From an optimization exercise on the open Yosys and OpenROAD flow, aimed at small area, a short achievable clock period and few clock cycles; shortcuts taken in it are not production practice.
RTL that was checked went through simulation tests only; none was proved equivalent to the original.

==> flow/design.v <==
module lab9(x,y,z,clk,reset,start,done);
input [7:0]x,y;
input clk,reset;
input start;
output [7:0]z;
output done;
reg [7:0] a, b;
reg busy;
wire [7:0] o = a | b;
wire [7:0] lo = {|o[6:0], |o[5:0], |o[4:0], |o[3:0], |o[2:0], |o[1:0], o[0], 1'b0};
wire [7:0] m0 = ~lo;                      
wire [7:0] m1 = lo & ~{lo[6:0], 1'b0};       
wire a_odd = |(a & m0);
wire b_odd = |(b & m0);
wire d_2 = ~|((a ^ b) & m1);              
wire [6:0] u = a[7:1], v = b[7:1];
wire [6:0] pr = ~(u ^ v);                 
wire [6:0] g = u & ~v;
wire [6:0] t = u | ~v;
wire [6:0] G, T;
wire g10 = g[1] | (t[1] & g[0]),  t10 = t[1] & t[0];
wire g32 = g[3] | (t[3] & g[2]),  t32 = t[3] & t[2];
wire g54 = g[5] | (t[5] & g[4]),  t54 = t[5] & t[4];
wire g20 = g[2] | (t[2] & g10),   t20 = t[2] & t10;
wire g30 = g32 | (t32 & g10),     t30 = t32 & t10;
wire g64 = g[6] | (t[6] & g54),   t64 = t[6] & t54;
assign G[0] = g[0];              assign T[0] = t[0];
assign G[1] = g10;               assign T[1] = t10;
assign G[2] = g20;               assign T[2] = t20;
assign G[3] = g30;               assign T[3] = t30;
assign G[4] = g[4] | (t[4] & g30); assign T[4] = t[4] & t30;
assign G[5] = g54 | (t54 & g30);   assign T[5] = t54 & t30;
assign G[6] = g64 | (t64 & g30);   assign T[6] = t64 & t30;
wire [6:0] c  = {G[5:0], 1'b0};           
wire [6:0] c1 = {G[5:0] | T[5:0], 1'b1};  
wire [6:0] dab = pr ^ c1;                 
wire [6:0] dba = ~(pr ^ c);               
wire a_ge = G[6] | T[6];                  
wire fin = (a == b) | ~|a | ~|b;
assign done = busy & fin;
assign z = o;
always @(posedge clk) begin
	if (reset)
		busy <= 1'b0;
	else if (start)
		busy <= 1'b1;
	else if (fin)
		busy <= 1'b0;
end
wire sh_a  = ~start & ~a_odd;             
wire sh_b  = ~start & a_odd & ~b_odd;     
wire sub   = ~start & a_odd & b_odd;      
wire [6:0] dd = pr ^ (a_ge ? c1 : ~c);    
wire [7:0] base = sh_a ? a[7:1] : dd;
wire two = sh_a ? ~|(a & m1) : d_2;
wire [7:0] dsel = two ? base[7:1] : base;
wire [7:0] a_nx = ({8{start}} & x) | ({8{sh_a | sub}} & dsel) | ({8{sh_b}} & a);
wire [7:0] b_nx = ({8{start}} & y) | ({8{sh_b}} & (b >> 1)) | ({8{sub & ~a_ge}} & a)
                | ({8{sh_a | (sub & a_ge)}} & b);
always @(posedge clk) begin
	a <= a_nx;
	b <= b_nx;
end
endmodule
==> flow/config.mk <==
export PLATFORM = sky130hd
export DESIGN_NAME = lab9
export DESIGN_NICKNAME = lab9
export VERILOG_FILES = /design/flow/design.v
export SDC_FILE = /design/flow/constraint.sdc
export NUM_CORES = 4
export LEC_CHECK = 0
export CAP_MARGIN = 20
export CORE_MARGIN = 2
export CORE_UTILIZATION = 40
export SETUP_SLACK_MARGIN = 2.0
export SLEW_MARGIN = 20
==> flow/constraint.sdc <==
create_clock -name core_clock -period 5.0 [get_ports {clk}]
set_input_delay 1.0000 -clock core_clock [delete_from_list [all_inputs] [get_ports {clk}]]
set_output_delay 1.0000 -clock core_clock [all_outputs]
set_load 0.01 [all_outputs]
standard.sh (not shown) runs the stock make flow with config.mk's settings and CLKGATE_MAP_FILE= SYNTH_SCRIPT=/design/flow/synth_recipe.tcl, a recipe that flattens the netlist after the stock synthesis.
==> flow/flow/run.sh <==
#!/bin/bash
# The standard layout, with the smallest buffer on every input and output port
# instead of the one buffer_ports picks by default.
set -euo pipefail
bash standard.sh "BUFFER_PORTS_ARGS=-buffer_cell sky130_fd_sc_hd__buf_1" finish > standard.log 2>&1
Then changed:
--- a/flow/design.v
+++ b/flow/design.v
@@ -50,12 +50,14 @@
 wire sh_a  = ~start & ~a_odd;             
 wire sh_b  = ~start & a_odd & ~b_odd;     
 wire sub   = ~start & a_odd & b_odd;      
 wire [6:0] dd = pr ^ (a_ge ? c1 : ~c);    
 wire [7:0] base = sh_a ? a[7:1] : dd;
+wire [7:0] m2 = {m1[6:0], 1'b0};          
 wire two = sh_a ? ~|(a & m1) : d_2;
-wire [7:0] dsel = two ? base[7:1] : base;
+wire three = two & (sh_a ? ~|(a & m2) : ~|((a ^ b) & m2));
+wire [7:0] dsel = three ? base[7:2] : two ? base[7:1] : base;
 wire [7:0] a_nx = ({8{start}} & x) | ({8{sh_a | sub}} & dsel) | ({8{sh_b}} & a);
 wire [7:0] b_nx = ({8{start}} & y) | ({8{sh_b}} & (b >> 1)) | ({8{sub & ~a_ge}} & a)
                 | ({8{sh_a | (sub & a_ge)}} & b);
 always @(posedge clk) begin
 	a <= a_nx;
What happened:
- The changed run produced a clean layout
- via count came out higher by 21%
- sequential cell count stays the same
- worst hold slack degrades by 0.034 ns
- cell area goes up by 19%
- synthesized cell count rises by 14%
- die area went up by 14%
No functional check of the RTL was part of any run of this note.

* * *

main:
lab9, a different RTL version from the one above (not shown whole).
Size: about 1900 um^2 of cells after synthesis.
==> module lab9, before the edit <==
module lab9(x,y,z,clk,reset,start,done);
input [7:0]x,y;
input clk,reset;
input start;
output [7:0]z;
output reg done;
reg [7:0] a, b;
reg busy;
wire [7:0] o = a | b;
wire [7:0] lo = {|o[6:0], |o[5:0], |o[4:0], |o[3:0], |o[2:0], |o[1:0], o[0], 1'b0};
wire [7:0] m0 = ~lo;                      
wire [7:0] m1 = lo & ~{lo[6:0], 1'b0};       
wire a_odd = |(a & m0);
wire b_odd = |(b & m0);
wire d_2 = ~|((a ^ b) & m1);              
wire [6:0] u = a[7:1], v = b[7:1];
wire [6:0] pr = ~(u ^ v);                 
wire [6:0] g = u & ~v;
wire [6:0] t = u | ~v;
wire [6:0] G, T;
wire g10 = g[1] | (t[1] & g[0]),  t10 = t[1] & t[0];
wire g32 = g[3] | (t[3] & g[2]),  t32 = t[3] & t[2];
wire g54 = g[5] | (t[5] & g[4]),  t54 = t[5] & t[4];
wire g20 = g[2] | (t[2] & g10),   t20 = t[2] & t10;
wire g30 = g32 | (t32 & g10),     t30 = t32 & t10;
wire g64 = g[6] | (t[6] & g54),   t64 = t[6] & t54;
assign G[0] = g[0];              assign T[0] = t[0];
assign G[1] = g10;               assign T[1] = t10;
assign G[2] = g20;               assign T[2] = t20;
assign G[3] = g30;               assign T[3] = t30;
assign G[4] = g[4] | (t[4] & g30); assign T[4] = t[4] & t30;
assign G[5] = g54 | (t54 & g30);   assign T[5] = t54 & t30;
assign G[6] = g64 | (t64 & g30);   assign T[6] = t64 & t30;
wire [6:0] c  = {G[5:0], 1'b0};           
wire [6:0] c1 = {G[5:0] | T[5:0], 1'b1};  
wire [6:0] dab = pr ^ c1;                 
wire [6:0] dba = ~(pr ^ c);               
wire a_ge = G[6] | T[6];                  
wire fin = (a == b) | ~|a | ~|b;
assign z = o;
always @(posedge clk) begin
	if (reset) begin
		busy <= 1'b0;
		done <= 1'b0;
	end else begin
		done <= busy & fin & ~start;
		if (start)
			busy <= 1'b1;
		else if (fin)
			busy <= 1'b0;
	end
end
wire sh_a  = ~start & ~a_odd;             
wire sh_b  = ~start & a_odd & ~b_odd;     
wire sub   = ~start & a_odd & b_odd;      
wire [7:0] dsel = a_ge ? (d_2 ? dab[6:1] : dab) : (d_2 ? dba[6:1] : dba);
wire [7:0] a_nx = ({8{start}} & x) | ({8{sh_a}} & (a >> 1)) | ({8{sub}} & dsel) | ({8{sh_b}} & a);
wire [7:0] b_nx = ({8{start}} & y) | ({8{sh_b}} & (b >> 1)) | ({8{sub & ~a_ge}} & a)
                | ({8{sh_a | (sub & a_ge)}} & b);
always @(posedge clk) begin
	a <= a_nx;
	b <= b_nx;
end
endmodule
clock: 5.0 ns
lec_check: 0
cap_margin: 20
core_margin: 2
core_utilization: 40
setup_slack_margin: 2.5
slew_margin: 20
Scripts as last shown in full above: flow/flow/run.sh
Modified inputs, the feature branch compared to main
--- a/flow/design.v
+++ b/flow/design.v
@@ -1,12 +1,12 @@
 module lab9(x,y,z,clk,reset,start,done);
 input [7:0]x,y;
 input clk,reset;
 input start;
 output [7:0]z;
-output reg done;
+output done;
 reg [7:0] a, b;
 reg busy;
 wire [7:0] o = a | b;
 wire [7:0] lo = {|o[6:0], |o[5:0], |o[4:0], |o[3:0], |o[2:0], |o[1:0], o[0], 1'b0};
 wire [7:0] m0 = ~lo;                      
 wire [7:0] m1 = lo & ~{lo[6:0], 1'b0};       
@@ -34,24 +34,21 @@
 wire [6:0] c  = {G[5:0], 1'b0};           
 wire [6:0] c1 = {G[5:0] | T[5:0], 1'b1};  
 wire [6:0] dab = pr ^ c1;                 
 wire [6:0] dba = ~(pr ^ c);               
 wire a_ge = G[6] | T[6];                  
 wire fin = (a == b) | ~|a | ~|b;
+assign done = busy & fin;
 assign z = o;
 always @(posedge clk) begin
-	if (reset) begin
+	if (reset)
 		busy <= 1'b0;
-		done <= 1'b0;
-	end else begin
-		done <= busy & fin & ~start;
-		if (start)
-			busy <= 1'b1;
-		else if (fin)
-			busy <= 1'b0;
-	end
+	else if (start)
+		busy <= 1'b1;
+	else if (fin)
+		busy <= 1'b0;
 end
 wire sh_a  = ~start & ~a_odd;             
 wire sh_b  = ~start & a_odd & ~b_odd;     
 wire sub   = ~start & a_odd & b_odd;      
 wire [7:0] dsel = a_ge ? (d_2 ? dab[6:1] : dab) : (d_2 ? dba[6:1] : dba);
 wire [7:0] a_nx = ({8{start}} & x) | ({8{sh_a}} & (a >> 1)) | ({8{sub}} & dsel) | ({8{sh_b}} & a);
==> comparison <==
- The synthesis-to-layout area growth of the feature branch exceeds that of main by 23 points.
- Lower register area was reported by main, not the feature branch.
- The feature branch vs main: placed instance area down by a few percent
Testbench counts of the feature branch, summed over its fixed seeds: cycles 24,549.
Function not checked in main: the RTL went through the layout flow alone.

* * *

v33:
lab9 with an RTL version that a note above also has.
Size: about 220 cells after synthesis, about 17 flip-flops, ~28 I/O pins, about 1800 sq um of cells after synthesis.
==> module lab9, before the edit <==
module lab9(x,y,z,clk,reset,start,done);
input [7:0]x,y;
input clk,reset;
input start;
output [7:0]z;
output done;
reg [7:0] a, b;
reg busy;
wire [7:0] o = a | b;
wire [7:0] lo = {|o[6:0], |o[5:0], |o[4:0], |o[3:0], |o[2:0], |o[1:0], o[0], 1'b0};
wire [7:0] m0 = ~lo;                      
wire [7:0] m1 = lo & ~{lo[6:0], 1'b0};       
wire a_odd = |(a & m0);
wire b_odd = |(b & m0);
wire d_2 = ~|((a ^ b) & m1);              
wire [6:0] u = a[7:1], v = b[7:1];
wire [6:0] pr = ~(u ^ v);                 
wire [6:0] g = u & ~v;
wire [6:0] t = u | ~v;
wire [6:0] G, T;
wire g10 = g[1] | (t[1] & g[0]),  t10 = t[1] & t[0];
wire g32 = g[3] | (t[3] & g[2]),  t32 = t[3] & t[2];
wire g54 = g[5] | (t[5] & g[4]),  t54 = t[5] & t[4];
wire g20 = g[2] | (t[2] & g10),   t20 = t[2] & t10;
wire g30 = g32 | (t32 & g10),     t30 = t32 & t10;
wire g64 = g[6] | (t[6] & g54),   t64 = t[6] & t54;
assign G[0] = g[0];              assign T[0] = t[0];
assign G[1] = g10;               assign T[1] = t10;
assign G[2] = g20;               assign T[2] = t20;
assign G[3] = g30;               assign T[3] = t30;
assign G[4] = g[4] | (t[4] & g30); assign T[4] = t[4] & t30;
assign G[5] = g54 | (t54 & g30);   assign T[5] = t54 & t30;
assign G[6] = g64 | (t64 & g30);   assign T[6] = t64 & t30;
wire [6:0] c  = {G[5:0], 1'b0};           
wire [6:0] c1 = {G[5:0] | T[5:0], 1'b1};  
wire [6:0] dab = pr ^ c1;                 
wire [6:0] dba = ~(pr ^ c);               
wire a_ge = G[6] | T[6];                  
wire fin = (a == b) | ~|a | ~|b;
assign done = busy & fin;
assign z = o;
always @(posedge clk) begin
	if (reset)
		busy <= 1'b0;
	else if (start)
		busy <= 1'b1;
	else if (fin)
		busy <= 1'b0;
end
wire sh_a  = ~start & ~a_odd;             
wire sh_b  = ~start & a_odd & ~b_odd;     
wire sub   = ~start & a_odd & b_odd;      
wire [7:0] dsel = a_ge ? (d_2 ? dab[6:1] : dab) : (d_2 ? dba[6:1] : dba);
wire [7:0] a_nx = ({8{start}} & x) | ({8{sh_a}} & (a >> 1)) | ({8{sub}} & dsel) | ({8{sh_b}} & a);
wire [7:0] b_nx = ({8{start}} & y) | ({8{sh_b}} & (b >> 1)) | ({8{sub & ~a_ge}} & a)
                | ({8{sh_a | (sub & a_ge)}} & b);
always @(posedge clk) begin
	a <= a_nx;
	b <= b_nx;
end
endmodule
clock: 5.0 ns
lec_check: 0
cap_margin: 20
core_margin: 2
core_utilization: 40
setup_slack_margin: 2.25
slew_margin: 20
Scripts as last shown in full above: flow/flow/run.sh
Testbench counts of v33, summed over its fixed seeds: cycles 24,549.
Modified inputs, v25 compared to v33
diff --git a/flow/design.v b/flow/design.v
--- a/flow/design.v
+++ b/flow/design.v
@@ -48,11 +48,12 @@
 		busy <= 1'b0;
 end
 wire sh_a  = ~start & ~a_odd;             
 wire sh_b  = ~start & a_odd & ~b_odd;     
 wire sub   = ~start & a_odd & b_odd;      
-wire [7:0] dsel = a_ge ? (d_2 ? dab[6:1] : dab) : (d_2 ? dba[6:1] : dba);
+wire [6:0] dd = pr ^ (a_ge ? c1 : ~c);    
+wire [7:0] dsel = d_2 ? dd[6:1] : dd;
 wire [7:0] a_nx = ({8{start}} & x) | ({8{sh_a}} & (a >> 1)) | ({8{sub}} & dsel) | ({8{sh_b}} & a);
 wire [7:0] b_nx = ({8{start}} & y) | ({8{sh_b}} & (b >> 1)) | ({8{sub & ~a_ge}} & a)
                 | ({8{sh_a | (sub & a_ge)}} & b);
 always @(posedge clk) begin
 	a <= a_nx;
Results
Cell area | v25 vs v33 | v25 smaller. Looking at start point of the critical path, the b[5]$_DFF_P_ result is from v33; the a[6]$_DFF_P_ one comes from v25. Compared v33 against v25; endpoint required time on the critical path within noise. v33 has higher global routing usage on met2 than v25. Relative to v33, worst setup slack has decreased by 0.090 ns in v25. [compare] base=v33 new=v25: area overhead of the layout relative to synthesis went down 4.4 points; number of instances in the synthesized netlist went up 2. The wire length of the first global-routing pass reported for v25 is smaller than that of v33 by 13%.
Testbench counts of v25, summed over its fixed seeds: cycles 24,549.

* * *

Another version of the RTL of lab9 (not shown whole).
Size: roughly 28 I/O pins, roughly 2100 um2 of cells after synthesis.
==> module lab9, before the edit <==
module lab9(x,y,z,clk,reset,start,done);
input [7:0]x,y;
input clk,reset;
input start;
output [7:0]z;
output done;
reg [7:0] a, b;
reg busy;
wire [7:0] o = a | b;
wire [7:0] lo = {|o[6:0], |o[5:0], |o[4:0], |o[3:0], |o[2:0], |o[1:0], o[0], 1'b0};
wire [7:0] m0 = ~lo;                      
wire [7:0] m1 = lo & ~{lo[6:0], 1'b0};       
wire a_odd = |(a & m0);
wire b_odd = |(b & m0);
wire d_2 = ~|((a ^ b) & m1);              
wire d_3 = d_2 & ~|((a ^ b) & {m1[6:0], 1'b0});  
wire [6:0] u = a[7:1], v = b[7:1];
wire [6:0] pr = ~(u ^ v);                 
wire [6:0] g = u & ~v;
wire [6:0] t = u | ~v;
wire [6:0] G, T;
wire g10 = g[1] | (t[1] & g[0]),  t10 = t[1] & t[0];
wire g32 = g[3] | (t[3] & g[2]),  t32 = t[3] & t[2];
wire g54 = g[5] | (t[5] & g[4]),  t54 = t[5] & t[4];
wire g20 = g[2] | (t[2] & g10),   t20 = t[2] & t10;
wire g30 = g32 | (t32 & g10),     t30 = t32 & t10;
wire g64 = g[6] | (t[6] & g54),   t64 = t[6] & t54;
assign G[0] = g[0];              assign T[0] = t[0];
assign G[1] = g10;               assign T[1] = t10;
assign G[2] = g20;               assign T[2] = t20;
assign G[3] = g30;               assign T[3] = t30;
assign G[4] = g[4] | (t[4] & g30); assign T[4] = t[4] & t30;
assign G[5] = g54 | (t54 & g30);   assign T[5] = t54 & t30;
assign G[6] = g64 | (t64 & g30);   assign T[6] = t64 & t30;
wire [6:0] c  = {G[5:0], 1'b0};           
wire [6:0] c1 = {G[5:0] | T[5:0], 1'b1};  
wire [6:0] dab = pr ^ c1;                 
wire [6:0] dba = ~(pr ^ c);               
wire a_ge = G[6] | T[6];                  
wire fin = (a == b);
assign done = busy & fin;
assign z = b;
always @(posedge clk) begin
	if (reset)
		busy <= 1'b0;
	else if (start)
		busy <= 1'b1;
	else if (fin)
		busy <= 1'b0;
end
wire sh_a  = ~start & ~a_odd;             
wire sh_b  = ~start & a_odd & ~b_odd;     
wire sub   = ~start & a_odd & b_odd;      
wire [6:0] dd = pr ^ (a_ge ? c1 : ~c);    
wire [7:0] dsel = ({8{~d_2}} & dd) | ({8{d_2 & ~d_3}} & dd[6:1]) | ({8{d_3}} & dd[6:2]);
wire [7:0] a_nx = ({8{start}} & (|x ? x : y)) | ({8{sh_a}} & (a >> 1)) | ({8{sub}} & dsel) | ({8{sh_b}} & a);
wire [7:0] b_nx = ({8{start}} & (|y ? y : x)) | ({8{sh_b}} & (b >> 1)) | ({8{sub & ~a_ge}} & a)
                | ({8{sh_a | (sub & a_ge)}} & b);
always @(posedge clk) begin
	a <= a_nx;
	b <= b_nx;
end
endmodule
==> flow/config.mk <==
export PLATFORM = sky130hd
export DESIGN_NAME = lab9
export DESIGN_NICKNAME = lab9
export VERILOG_FILES = /design/flow/design.v
export SDC_FILE = /design/flow/constraint.sdc
export NUM_CORES = 4
export LEC_CHECK = 0
export ABC_AREA = 1
export CAP_MARGIN = 20
export CORE_MARGIN = 2
export CORE_UTILIZATION = 40
export SETUP_SLACK_MARGIN = 2.6
export SLEW_MARGIN = 20
==> flow/constraint.sdc <==
create_clock -name core_clock -period 5.0 [get_ports {clk}]
set_input_delay 1.0000 -clock core_clock [delete_from_list [all_inputs] [get_ports {clk}]]
set_output_delay 1.0000 -clock core_clock [all_outputs]
set_load 0.01 [all_outputs]
Scripts as last shown in full above: flow/flow/run.sh
==> next run, changes <==
--- a/flow/design.v
+++ b/flow/design.v
@@ -3,7 +3,7 @@
 input clk,reset;
 input start;
 output [7:0]z;
-output done;
+output reg done;
 reg [7:0] a, b;
 reg busy;
 wire [7:0] o = a | b;
@@ -13,7 +13,6 @@
 wire a_odd = |(a & m0);
 wire b_odd = |(b & m0);
 wire d_2 = ~|((a ^ b) & m1);              
-wire d_3 = d_2 & ~|((a ^ b) & {m1[6:0], 1'b0});  
 wire [6:0] u = a[7:1], v = b[7:1];
 wire [6:0] pr = ~(u ^ v);                 
 wire [6:0] g = u & ~v;
@@ -37,24 +36,27 @@
 wire [6:0] dab = pr ^ c1;                 
 wire [6:0] dba = ~(pr ^ c);               
 wire a_ge = G[6] | T[6];                  
-wire fin = (a == b);
-assign done = busy & fin;
-assign z = b;
+wire fin = (a == b) | ~|a | ~|b;
+assign z = o;
 always @(posedge clk) begin
-	if (reset)
+	if (reset) begin
 		busy <= 1'b0;
-	else if (start)
-		busy <= 1'b1;
-	else if (fin)
-		busy <= 1'b0;
+		done <= 1'b0;
+	end else begin
+		done <= busy & fin & ~start;
+		if (start)
+			busy <= 1'b1;
+		else if (fin)
+			busy <= 1'b0;
+	end
 end
 wire sh_a  = ~start & ~a_odd;             
 wire sh_b  = ~start & a_odd & ~b_odd;     
 wire sub   = ~start & a_odd & b_odd;      
 wire [6:0] dd = pr ^ (a_ge ? c1 : ~c);    
-wire [7:0] dsel = ({8{~d_2}} & dd) | ({8{d_2 & ~d_3}} & dd[6:1]) | ({8{d_3}} & dd[6:2]);
-wire [7:0] a_nx = ({8{start}} & (|x ? x : y)) | ({8{sh_a}} & (a >> 1)) | ({8{sub}} & dsel) | ({8{sh_b}} & a);
-wire [7:0] b_nx = ({8{start}} & (|y ? y : x)) | ({8{sh_b}} & (b >> 1)) | ({8{sub & ~a_ge}} & a)
+wire [7:0] dsel = d_2 ? dd[6:1] : dd;
+wire [7:0] a_nx = ({8{start}} & x) | ({8{sh_a}} & (a >> 1)) | ({8{sub}} & dsel) | ({8{sh_b}} & a);
+wire [7:0] b_nx = ({8{start}} & y) | ({8{sh_b}} & (b >> 1)) | ({8{sub & ~a_ge}} & a)
                 | ({8{sh_a | (sub & a_ge)}} & b);
 always @(posedge clk) begin
 	a <= a_nx;
What happened: The new run completed with no timing, DRC or antenna violations; count of clock-buffer cells in the layout goes up by 1; utilization decreases by 4.5 points; clock skew went down by 0.0041 ns; worst setup slack gains 0.23 ns; wire length is lower by 13%; critical path depth drops by 2; die area falls by 10%; design area drops by about 20%; hold slack gets worse by 0.014 ns; flip-flop and latch count goes up by 1; synthesized cell count decreases by 14%.
Function was not checked in any run of this note: the RTL went through the layout flow alone.

separate check: timing with driven ports:
Ports are ideal in the flow. The routed layouts listed here were re-timed in OpenROAD. Step 1 (the two cells are an assumption about what drives the block):
set clk [get_ports {clk}]
set_driving_cell -lib_cell sky130_fd_sc_hd__clkbuf_16 $clk
set_driving_cell -lib_cell sky130_fd_sc_hd__buf_2 [delete_from_list [all_inputs] $clk]
Step 2 also shifts input and output timing later by t, the mid clock arrival at the registers, as if the neighbouring blocks saw the same clock. a / b / c = no drivers / after step 1 / after step 2; a / b = the first two.
| run | t, ns | slack for setup (ns) | worst hold slack (ns) | cell pins on the clock port's net |
|---|---|---|---|---|
| the first run of note 1 | 0.278 | 2.092 / 2.067 / 1.962 | 0.541 / 0.541 / 0.541 | 1 |
| the second run of note 1 | 0.275 | 2.012 / 1.987 / 1.936 | 0.507 / 0.507 / 0.507 | 1 |
| main | 0.275 | 2.564 / 2.564 / 2.334 | 0.484 / 0.484 / 0.484 | 1 |
| the feature branch | 0.293 | 2.194 / 2.164 / 2.290 | 0.478 / 0.478 / 0.478 | 1 |
| v33 | 0.291 | 2.313 / 2.284 / 2.188 | 0.476 / 0.476 / 0.476 | 1 |
| v25 | 0.280 | 2.223 / 2.199 / 2.459 | 0.517 / 0.517 / 0.517 | 1 |
| the first run of note 4 | 0.284 | 2.428 / 2.401 / 2.492 | 0.469 / 0.469 / 0.469 | 1 |
| the second run of note 4 | 0.273 | 2.654 / 2.632 / 2.710 | 0.455 / 0.455 / 0.455 | 1 |
After both steps setup and hold are still met in every run listed. For main, which loses most, drivers alone change the setup slack by 0.000 ns; drivers and shift together by -0.230 ns.
